Context: an optimization exercise on an open-source flow, tuned for small area. The choices shown serve that exercise and are no tape-out recipe. Where RTL was checked, it was by simulation tests only, not by an equivalence proof against the original. The flow treats the clock pin as an ideal source. Dropping or thinning the clock tree relies on that and would not hold on a real chip. Power and IR drop assume default switching activity.

==> run a: inputs <==
==> flow/design.v <==
module lift_go_to_target (
    input  wire clk,
    input  wire rst,
    input  wire btn_set,
    input  wire [3:0] sw,
    output wire [14:0] leds,
    output reg  [3:0] floor,
    output reg  [3:0] target_floor,
    output reg  door_open
);
    localparam [8:0] P_END    = 9'd55;
    localparam [8:0] P_START  = 9'd110;
    localparam [8:0] P_START1 = 9'd220;
    localparam [8:0] P_MASK   = 9'd341;
    reg b0, b1;
    always @(posedge clk) begin
        b0 <= btn_set;
        b1 <= b0;
    end
    wire set_pulse = b0 & ~b1;
    reg [3:0] g;
    reg       stepped;       
    reg       sb;            
    wire      rst_d   = ~stepped & sb;
    wire      step_up = sb;
    wire [3:0] gtog;
    assign gtog[0] = 1'b1;
    assign gtog[1] = ~(g[0] ^ step_up);
    assign gtog[2] = gtog[1] & ~(g[1] ^ step_up);
    assign gtog[3] = gtog[2] & ~(g[2] ^ step_up);
    always @(*) floor = {4{~rst_d}} & (g ^ ({4{stepped}} & gtog));
    reg [8:0] pq;
    reg [3:0] hv;            
    reg [3:0] w;             
    wire [8:0] p = pq ^ P_MASK;
    wire [3:0] dif = floor ^ target_floor;
    wire at_target = ~|dif;
    wire below = (dif[3] & target_floor[3]) |
                 (~dif[3] & dif[2] & target_floor[2]) |
                 (~dif[3] & ~dif[2] & dif[1] & target_floor[1]) |
                 (~dif[3] & ~dif[2] & ~dif[1] & target_floor[0]);
    wire p_end    = (p == P_END);
    wire [8:0] p_step = {p[7:0], p[8] ^ p[4] ^ p_end};
    wire f_zero   = ~|floor;
    wire hv_last  = f_zero ? (hv == 4'd1) : floor[0] ? (hv == 4'd7) : (hv == 4'd13);
    wire grp_end  = p_end & hv_last;
    wire door_end = grp_end & ~|w[3:1];
    wire arrival    = at_target & stepped;
    wire first_move = ~at_target & door_open;   
    wire move_step  = ~at_target & ~door_open & p_end;
    reg [8:0] p_nx;
    always @(*) begin
        if (arrival)                         p_nx = P_END;      
        else if (at_target & ~door_open)     p_nx = P_START;    
        else if (first_move)                 p_nx = P_START1;
        else                                 p_nx = p_step;     
    end
    always @(posedge clk) begin
        if (rst) target_floor <= 4'd0;
        else if (set_pulse) target_floor <= sw;
    end
    always @(posedge clk) begin
        g <= floor;
        sb <= rst | (move_step & below);
        pq <= p_nx ^ P_MASK;
        if (arrival) begin
            hv <= 4'd15;
            w <= floor;
        end else begin
            if (p_end) hv <= hv_last ? 4'd0 : hv + 4'd1;
            if (grp_end) w <= w - 4'd1;
        end
        if (rst) begin
            stepped <= 1'b0;
            door_open <= 1'b0;
        end else begin
            stepped <= move_step;
            door_open <= at_target & (stepped | (door_open & ~door_end));
        end
    end
    genvar i;
    generate for (i = 0; i < 15; i = i + 1) begin : g_leds
        assign leds[i] = (g == i);
    end endgenerate
endmodule
module sevenseg_display (
    input  wire clk,
    input  wire rst,
    input  wire music_en,
    input  wire door_open,
    output reg  [6:0] seg,
    output reg  [3:0] an
);
    localparam BLANK = 7'b1111111;
    localparam NSEG  = 7'b0101011;
    localparam OSEG  = 7'b1000000;
    localparam CSEG  = 7'b1000110;
    localparam [13:0] R_MASK = 14'd5461;
    reg [13:0] rq;
    wire [13:0] r = rq ^ R_MASK;
    reg [1:0]  digit;
    wire low_zero = ~|r[12:0];
    wire wrap     = low_zero & ~r[13];
    wire [13:0] r_nx = rst ? 14'd1 : {r[12:0], r[13] ^ r[4] ^ r[2] ^ r[0] ^ low_zero};
    always @(posedge clk) begin
        rq <= r_nx ^ R_MASK;
        if (rst) digit <= 2'd0;
        else digit <= wrap ? {digit[0], ~digit[1]} : digit;
    end
    always @(*) begin
        case (digit)
            2'd0: begin an = 4'b1110; seg = music_en ? NSEG : BLANK; end
            2'd1: begin an = 4'b1101; seg = door_open ? OSEG : CSEG; end
            default: begin an = 4'b1111; seg = BLANK; end
        endcase
    end
endmodule
module top_lift_with_doors (
    input  wire clk,
    input  wire rst,
    input  wire btn_set,
    input  wire [3:0] sw,
    output wire [14:0] leds,
    output wire [6:0] seg,
    output wire [3:0] an
);
    wire [3:0] floor;
    wire [3:0] target_floor;
    wire       door_open;
    lift_go_to_target lift_inst (
        .clk(clk), .rst(rst), .btn_set(btn_set), .sw(sw),
        .leds(leds), .floor(floor), .target_floor(target_floor),
        .door_open(door_open)
    );
    wire music_en = (floor != 4'd0 && floor != 4'd14);
    sevenseg_display sseg (
        .clk(clk), .rst(rst), .music_en(music_en), .door_open(door_open),
        .seg(seg), .an(an)
    );
endmodule
==> flow/flow/run.sh <==
#!/bin/bash
# Layout flow: the standard ORFS flow (standard.sh) with these changes.
#  1. Synthesis is the standard flow's own synthesis script (synth_recipe.tcl) unchanged,
#     except that its ABC mapping step maps the same netlist with several
#     area-oriented ABC scripts (written below into abc/) and keeps the
#     smallest mapping (flow/area_abc.tcl). Registers are mapped before ABC,
#     so they are exactly the standard synthesis's.
#  2. Port buffers use the smallest buffer cell (buf_1): every port still
#     gets its own buffer.
set -o pipefail
here=$(pwd)
mkdir -p abc
pre=("" "dc2" "balance;resub -K 6;rewrite;resub -K 8;refactor;balance" "ifraig" "dc2;dc2"
     "balance;rewrite;refactor;balance;rewrite -z;refactor -z")
map=("dch -f;amap" "dch -f;map -a" "&get -n;&dch -f;&nf -R 1000;&put" "dch;amap" "amap"
     "dch -f;map -a;amap")
i=0
for p in "${pre[@]}"; do
  for m in "${map[@]}"; do
    i=$((i + 1))
    { echo strash; [ -n "$p" ] && echo "$p" | tr ';' '\n'; echo "$m" | tr ';' '\n'
      echo topo; echo "stime -c"; } > abc/s$(printf %02d $i).script
  done
done
cat flow/area_abc.tcl synth_recipe.tcl > synth_area.tcl
export AREA_ABC_SCRIPTS="$(ls $here/abc/*.script | tr '\n' ' ')"
bash standard.sh SYNTH_SCRIPT=$here/synth_area.tcl synth > synth.log 2>&1 || exit 1
bash standard.sh \
  POST_CTS_TCL=$here/flow/drop_root.tcl \
  BUFFER_PORTS_ARGS="-buffer_cell sky130_fd_sc_hd__buf_1" \
  CTS_ARGS="-sink_clustering_enable -repair_clock_nets -dont_use_dummy_load -buf_list sky130_fd_sc_hd__clkbuf_8" \
  finish > layout.log 2>&1
==> flow/flow/area_abc.tcl <==
# Replaces the ABC mapping step of synth_recipe.tcl: map the same netlist with
# each script in AREA_ABC_SCRIPTS and keep the mapping with the smallest cell
# area. Everything else in the synthesis is unchanged.
proc abc {args} {
  set i [lsearch -exact $args -script]
  set libargs {}
  for {set j 0} {$j < [llength $args]} {incr j} {
    if {[lindex $args $j] eq "-liberty"} { lappend libargs -liberty [lindex $args [expr {$j + 1}]] }
  }
  yosys design -save pre_abc
  set best ""
  set best_area 1e18
  foreach s $::env(AREA_ABC_SCRIPTS) {
    yosys design -load pre_abc
    set a $args
    lset a [expr {$i + 1}] $s
    if { [catch { yosys abc {*}$a } err] } {
      puts "AREA_ABC: $s failed: $err"
      continue
    }
    set st [tee -q -s result.string stat {*}$libargs]
    if { [regexp {Chip area for module '[^']*': ([0-9.]+)} $st -> area] } {
      puts "AREA_ABC: $s $area"
      if { $area < $best_area } { set best_area $area; set best $s }
    }
  }
  yosys design -load pre_abc
  if { $best ne "" } {
    puts "AREA_ABC: using $best ($best_area)"
    lset args [expr {$i + 1}] $best
  }
  yosys abc {*}$args
}
==> flow/flow/drop_root.tcl <==
set block [ord::get_db_block]
set root ""
set nleaves 0
foreach inst [$block getInsts] {
  set name [$inst getName]
  if { [string match "clkbuf_0_*" $name] } { set root $inst }
  if { [string match "clkbuf_*" $name] && ![string match "clkbuf_0_*" $name] } { incr nleaves }
}
if { $root ne "" && $nleaves > 0 && $nleaves <= 4 } {
  set innet [[$root findITerm A] getNet]
  set outnet [[$root findITerm X] getNet]
  set ok 1
  foreach it [$outnet getITerms] {
    if { [$it getInst] eq $root } { continue }
    if { ![string match "clkbuf_*" [[$it getInst] getName]] } { set ok 0 }
  }
  if { $ok } {
    foreach it [$outnet getITerms] {
      if { [$it getInst] eq $root } { continue }
      $it disconnect
      $it connect $innet
    }
    [$root findITerm A] disconnect
    [$root findITerm X] disconnect
    odb::dbInst_destroy $root
    odb::dbNet_destroy $outnet
    puts "drop_root: clock port now drives $nleaves leaf buffers"
    estimate_parasitics -placement
    repair_timing -hold -verbose
    detailed_placement
    check_placement -verbose
    report_clock_skew
  }
}
==> flow/standard.sh <==
#!/bin/bash
# synth_recipe.tcl (not shown) runs the flow's synth.tcl, then flattens the netlist and writes it again
# the make line also repeats each setting of config.mk as NAME=value (left out here)
make -C /OpenROAD-flow-scripts/flow DESIGN_CONFIG=/design/flow/config.mk WORK_HOME=/design/flow/orfs CLKGATE_MAP_FILE= SYNTH_SCRIPT=/design/flow/synth_recipe.tcl "${@:-finish}"
==> flow/config.mk <==
export PLATFORM = sky130hd
export DESIGN_NAME = top_lift_with_doors
export DESIGN_NICKNAME = top_lift_with_doors
export VERILOG_FILES = /design/flow/design.v
export SDC_FILE = /design/flow/constraint.sdc
export NUM_CORES = 4
export LEC_CHECK = 0
export CAP_MARGIN = 20
export CORE_MARGIN = 2
export CORE_UTILIZATION = 50
export SLEW_MARGIN = 20
==> flow/constraint.sdc <==
create_clock -name core_clock -period 10.0 [get_ports {clk}]
set_input_delay 2.0000 -clock core_clock [delete_from_list [all_inputs] [get_ports {clk}]]
set_output_delay 2.0000 -clock core_clock [all_outputs]
set_load 0.01 [all_outputs]
==> run b: changes against run a <==
--- a/flow/flow/run.sh
+++ b/flow/flow/run.sh
@@ -26,6 +26,7 @@
 export AREA_ABC_SCRIPTS="$(ls $here/abc/*.script | tr '\n' ' ')"
 bash standard.sh SYNTH_SCRIPT=$here/synth_area.tcl synth > synth.log 2>&1 || exit 1
+export LEAF_MAX_SLEW=${LEAF_MAX_SLEW:-0.110}
 bash standard.sh \
-  POST_CTS_TCL=$here/flow/drop_root.tcl \
+  POST_CTS_TCL=$here/flow/leaf_tree.tcl \
   BUFFER_PORTS_ARGS="-buffer_cell sky130_fd_sc_hd__buf_1" \
   CTS_ARGS="-sink_clustering_enable -repair_clock_nets -dont_use_dummy_load -buf_list sky130_fd_sc_hd__clkbuf_8" \
==> flow/flow/leaf_tree.tcl (new file) <==
set block [ord::get_db_block]
set clknet [$block findNet clk]
set lib_cells {}

proc clock_sinks {} {
  set block [ord::get_db_block]
  set sinks {}
  foreach inst [$block getInsts] {
    if { ![string match "clkbuf_*" [$inst getName]] } { continue }
    set net [[$inst findITerm X] getNet]
    if { $net eq "NULL" || $net eq "" } { continue }
    foreach it [$net getITerms] {
      if { [$it getInst] ne $inst && ![string match "clkbuf_*" [[$it getInst] getName]] } { lappend sinks $it }
    }
  }
  return $sinks
}

proc clear_tree {} {
  set block [ord::get_db_block]
  set nets {}
  foreach inst [$block getInsts] {
    if { ![string match "clkbuf_*" [$inst getName]] } { continue }
    set net [[$inst findITerm X] getNet]
    if { $net ne "NULL" && $net ne "" } {
      foreach it [$net getITerms] { $it disconnect }
      lappend nets $net
    }
    [$inst findITerm A] disconnect
    odb::dbInst_destroy $inst
  }
  foreach net $nets { odb::dbNet_destroy $net }
}

proc build_tree { sinks k cellname } {
  set block [ord::get_db_block]
  set clknet [$block findNet clk]
  set xs {}; set ys {}
  foreach it $sinks {
    set bb [[$it getInst] getBBox]
    lappend xs [expr {([$bb xMin] + [$bb xMax]) / 2.0}]
    lappend ys [expr {([$bb yMin] + [$bb yMax]) / 2.0}]
  }
  set n [llength $sinks]
  set order [lsort -real -indices $xs]
  set cx {}; set cy {}
  for {set c 0} {$c < $k} {incr c} {
    set s [lindex $order [expr {int(($c + 0.5) * $n / $k)}]]
    lappend cx [lindex $xs $s]; lappend cy [lindex $ys $s]
  }
  for {set iter 0} {$iter < 50} {incr iter} {
    set asg {}
    for {set i 0} {$i < $n} {incr i} {
      set best 0; set bd 1e30
      for {set c 0} {$c < $k} {incr c} {
        set d [expr {abs([lindex $xs $i] - [lindex $cx $c]) + abs([lindex $ys $i] - [lindex $cy $c])}]
        if { $d < $bd } { set bd $d; set best $c }
      }
      lappend asg $best
    }
    set nx {}; set ny {}
    for {set c 0} {$c < $k} {incr c} {
      set sx 0.0; set sy 0.0; set m 0
      for {set i 0} {$i < $n} {incr i} {
        if { [lindex $asg $i] == $c } { set sx [expr {$sx + [lindex $xs $i]}]; set sy [expr {$sy + [lindex $ys $i]}]; incr m }
      }
      if { $m > 0 } { lappend nx [expr {$sx / $m}]; lappend ny [expr {$sy / $m}] } else { lappend nx [lindex $cx $c]; lappend ny [lindex $cy $c] }
    }
    set cx $nx; set cy $ny
  }
  set master [[ord::get_db] findMaster $cellname]
  for {set c 0} {$c < $k} {incr c} {
    set b [odb::dbInst_create $block $master "clkbuf_leaf_$c"]
    set net [odb::dbNet_create $block "clknet_leaf_$c"]
    $net setSigType CLOCK
    [$b findITerm A] connect $clknet
    [$b findITerm X] connect $net
    $b setLocation [expr {int([lindex $cx $c])}] [expr {int([lindex $cy $c])}]
    $b setPlacementStatus PLACED
    for {set i 0} {$i < $n} {incr i} {
      if { [lindex $asg $i] == $c } { [lindex $sinks $i] connect $net }
    }
  }
}

proc worst_clock_slew {} {
  estimate_parasitics -placement
  set w 0
  foreach p [get_pins -hierarchical */CLK] {
    set s [get_property $p slew_max]
    if { $s > $w } { set w $s }
  }
  return $w
}

set sinks [clock_sinks]
set cands {}
foreach k {1 2 3 4} {
  foreach cell {sky130_fd_sc_hd__clkbuf_4 sky130_fd_sc_hd__clkbuf_8 sky130_fd_sc_hd__clkbuf_16} {
    set m [[ord::get_db] findMaster $cell]
    lappend cands [list [expr {$k * [$m getWidth]}] $k $cell]
  }
}
set cands [lsort -integer -index 0 $cands]
set done 0
foreach cand $cands {
  lassign $cand w k cell
  clear_tree
  build_tree $sinks $k $cell
  detailed_placement
  set s [worst_clock_slew]
  puts "leaf_tree: $k x $cell: worst clock-pin slew $s ns"
  if { $s < $::env(LEAF_MAX_SLEW) } { set done 1; break }
}
if { !$done } { error "leaf_tree: no candidate met the clock slew target" }
$clknet setNonDefaultRule NULL
puts "leaf_tree: kept $k x $cell for [llength $sinks] clock sinks"
estimate_parasitics -placement
repair_timing -hold -verbose
detailed_placement
check_placement -verbose
report_clock_skew
PLACE_DENSITY = 0.9   (was default)
removed: flow/flow/drop_root.tcl
==> run c: changes against run a <==
--- a/flow/design.v
+++ b/flow/design.v
@@ -12,5 +12,5 @@
     localparam [8:0] P_START  = 9'd110;
     localparam [8:0] P_START1 = 9'd220;
-    localparam [8:0] P_MASK   = 9'd341;
+    localparam [8:0] P_MASK   = 9'd0;
     reg b0, b1;
     always @(posedge clk) begin
@@ -19,15 +19,6 @@
     end
     wire set_pulse = b0 & ~b1;
-    reg [3:0] g;
+    reg [3:0] prev_floor;    
     reg       stepped;       
-    reg       sb;            
-    wire      rst_d   = ~stepped & sb;
-    wire      step_up = sb;
-    wire [3:0] gtog;
-    assign gtog[0] = 1'b1;
-    assign gtog[1] = ~(g[0] ^ step_up);
-    assign gtog[2] = gtog[1] & ~(g[1] ^ step_up);
-    assign gtog[3] = gtog[2] & ~(g[2] ^ step_up);
-    always @(*) floor = {4{~rst_d}} & (g ^ ({4{stepped}} & gtog));
     reg [8:0] pq;
     reg [3:0] hv;            
@@ -56,4 +47,9 @@
         else                                 p_nx = p_step;     
     end
+    wire [3:0] tog;
+    assign tog[0] = 1'b1;
+    assign tog[1] = ~(floor[0] ^ below);
+    assign tog[2] = tog[1] & ~(floor[1] ^ below);
+    assign tog[3] = tog[2] & ~(floor[2] ^ below);
     always @(posedge clk) begin
         if (rst) target_floor <= 4'd0;
@@ -61,6 +57,5 @@
     end
     always @(posedge clk) begin
-        g <= floor;
-        sb <= rst | (move_step & below);
+        prev_floor <= floor;
         pq <= p_nx ^ P_MASK;
         if (arrival) begin
@@ -72,4 +67,5 @@
         end
         if (rst) begin
+            floor <= 4'd0;
             stepped <= 1'b0;
             door_open <= 1'b0;
@@ -77,9 +73,10 @@
             stepped <= move_step;
             door_open <= at_target & (stepped | (door_open & ~door_end));
+            if (move_step) floor <= floor ^ tog;
         end
     end
     genvar i;
     generate for (i = 0; i < 15; i = i + 1) begin : g_leds
-        assign leds[i] = (g == i);
+        assign leds[i] = (prev_floor == i);
     end endgenerate
 endmodule
@@ -96,5 +93,5 @@
     localparam OSEG  = 7'b1000000;
     localparam CSEG  = 7'b1000110;
-    localparam [13:0] R_MASK = 14'd5461;
+    localparam [13:0] R_MASK = 14'd0;
     reg [13:0] rq;
     wire [13:0] r = rq ^ R_MASK;
@@ -106,5 +103,5 @@
         rq <= r_nx ^ R_MASK;
         if (rst) digit <= 2'd0;
-        else digit <= wrap ? {digit[0], ~digit[1]} : digit;
+        else digit <= {digit[1] ^ (digit[0] & wrap), digit[0] ^ wrap};
     end
     always @(*) begin
==> flow/flow/run.sh (replaced) <==
#!/bin/bash
# Layout flow: the standard ORFS flow (standard.sh) with these changes.
#  1. Synthesis is the standard flow's own synthesis script (synth_recipe.tcl) unchanged,
#     except that its ABC mapping step tries the area-oriented ABC scripts
#     flow/abc_*.script on the same netlist and keeps the smallest mapping
#     (flow/area_abc.tcl). Registers are mapped before ABC, so they are
#     exactly the standard synthesis's.
#  2. Port buffers use the smallest buffer cell (buf_1): every port still
#     gets its own buffer.
#  3. Clock tree: CTS without dummy loads, with the buffer list below.
# Each step's full output goes to its own log file in this folder.
set -o pipefail
here=$(pwd)
cat flow/area_abc.tcl synth_recipe.tcl > synth_area.tcl
export AREA_ABC_SCRIPTS="$(ls $here/flow/abc_*.script | tr '\n' ' ')"
bash standard.sh SYNTH_SCRIPT=$here/synth_area.tcl synth > synth.log 2>&1 || exit 1
bash standard.sh \
  BUFFER_PORTS_ARGS="-buffer_cell sky130_fd_sc_hd__buf_1" \
  CTS_ARGS="-sink_clustering_enable -repair_clock_nets -dont_use_dummy_load -buf_list ${CTS_BUFS:-sky130_fd_sc_hd__clkbuf_8}" \
  finish > layout.log 2>&1
==> flow/flow/abc_amap.script (new file) <==
strash
dch -f
amap
topo
stime -c
==> flow/flow/abc_amap2.script (new file) <==
strash
dch -f
amap
strash
dch -f
amap
topo
stime -c
==> flow/flow/abc_dc2_amap.script (new file) <==
strash
dc2
dch -f
amap
topo
stime -c
==> flow/flow/abc_nf.script (new file) <==
&get -n
&st
&dch -f
&nf -R 1000
&put
topo
stime -c
==> flow/flow/abc_resub_amap.script (new file) <==
strash
balance
resub -K 6
rewrite
resub -K 8
refactor
balance
resub -K 10
rewrite -z
balance
dch -f
amap
topo
stime -c
CORE_UTILIZATION = 65   (was 50)
removed: flow/flow/drop_root.tcl
==> run notes <==
metric                                                                           run b                     run a                            run c
Clock network share of area                                                          -                    2.660%                           3.116%
Capture point of the worst reg-to-reg path                    lift_inst.w[0]$_DFFE_PP_  lift_inst.w[1]$_DFFE_PP_  lift_inst.floor[3]$_SDFFE_PP0P_
Final cell utilization of the core                                              56.58%                    56.96%                           73.54%
Detailed-route vias per instance                                                 5.371                     5.135                            5.469
Area fraction in and, or, nand and nor cells after synthesis                    22.75%                    22.75%                           20.63%
Combined flip-flop and latch cell area                                       960.9 µm²                 960.9 µm²                         1021 µm²
Routed metal-1 wirelength                                                      1669 µm                   1725 µm                          1726 µm
GR Layer Usage met2                                                             34.44%                    30.48%                           36.49%
Combined area of all synthesized cells                                        1876 µm²                  1876 µm²                         2019 µm²
Number of well-tap cells placed                                                     48                        48                               33
Sequential element share of the synthesized area                                51.23%                    51.23%                           50.56%
Post-synthesis cell count                                                          225                       225                              239
Count of inverters not on the clock network in the layout                           25                        25                               36
Status                                                         complete, no violations   complete, no violations          complete, no violations
Vias in the first global route                                                    1456                      1438                             1442
Initial DRC Count                                                                   73                        95                               66
Adder and majority gate portion of the synthesized area                         2.001%                    2.001%                           4.337%
Non-CTS buffers                                                                      -                        30                               30
Signal buf overhead                                                                  -                    5.441%                           5.099%
Cell area after placement                                                     2014 µm²                  2014 µm²                         2140 µm²
Final cell area excluding filler cells                                        2056 µm²                  2069 µm²                         2208 µm²
Average routed wire per standard cell                                         12.21 µm                  11.55 µm                         11.77 µm
Full die area                                                                 4257 µm²                  4257 µm²                         3569 µm²
Worst R2R Setup Slack                                                          5.30 ns                   5.49 ns                          7.15 ns
Die W                                                                         65.25 µm                  65.25 µm                         59.74 µm
Total power density per cell area                                         143.7 nW/µm²              146.1 nW/µm²                     155.7 nW/µm²
No functional check of the RTL was part of run c. The clock cells of run b come from the design's own scripts or RTL, not from TritonCTS.

## port drivers added, routing unchanged
Ports are ideal in the flow. The routed layouts listed here were re-timed in OpenROAD.
Step 1, drivers: a clkbuf_16 drives clk and a buf_2 each remaining input, both assumed.
Step 2 moves the port delays by t, midway between the first and last clock arrival at a register: inputs arrive t later, outputs are due t later. That takes back most of the time a late clock gives input paths.
a / b / c = no drivers / after step 1 / after step 2; a / b = the first two.
run	t (ns)	setup WS [ns]	worst hold slack (ns)	latest minus earliest clock arrival (ns)
run a	0.184	5.192 / 5.143 / 5.327	0.347 / 0.347 / 0.347	0.014 / 0.014
run b	0.193	5.127 / 5.083 / 5.276	0.332 / 0.332 / 0.332	0.016 / 0.016
run c	0.307	6.039 / 6.015 / 6.322	0.358 / 0.358 / 0.358	0.006 / 0.006
After both steps every run listed still meets setup and hold.
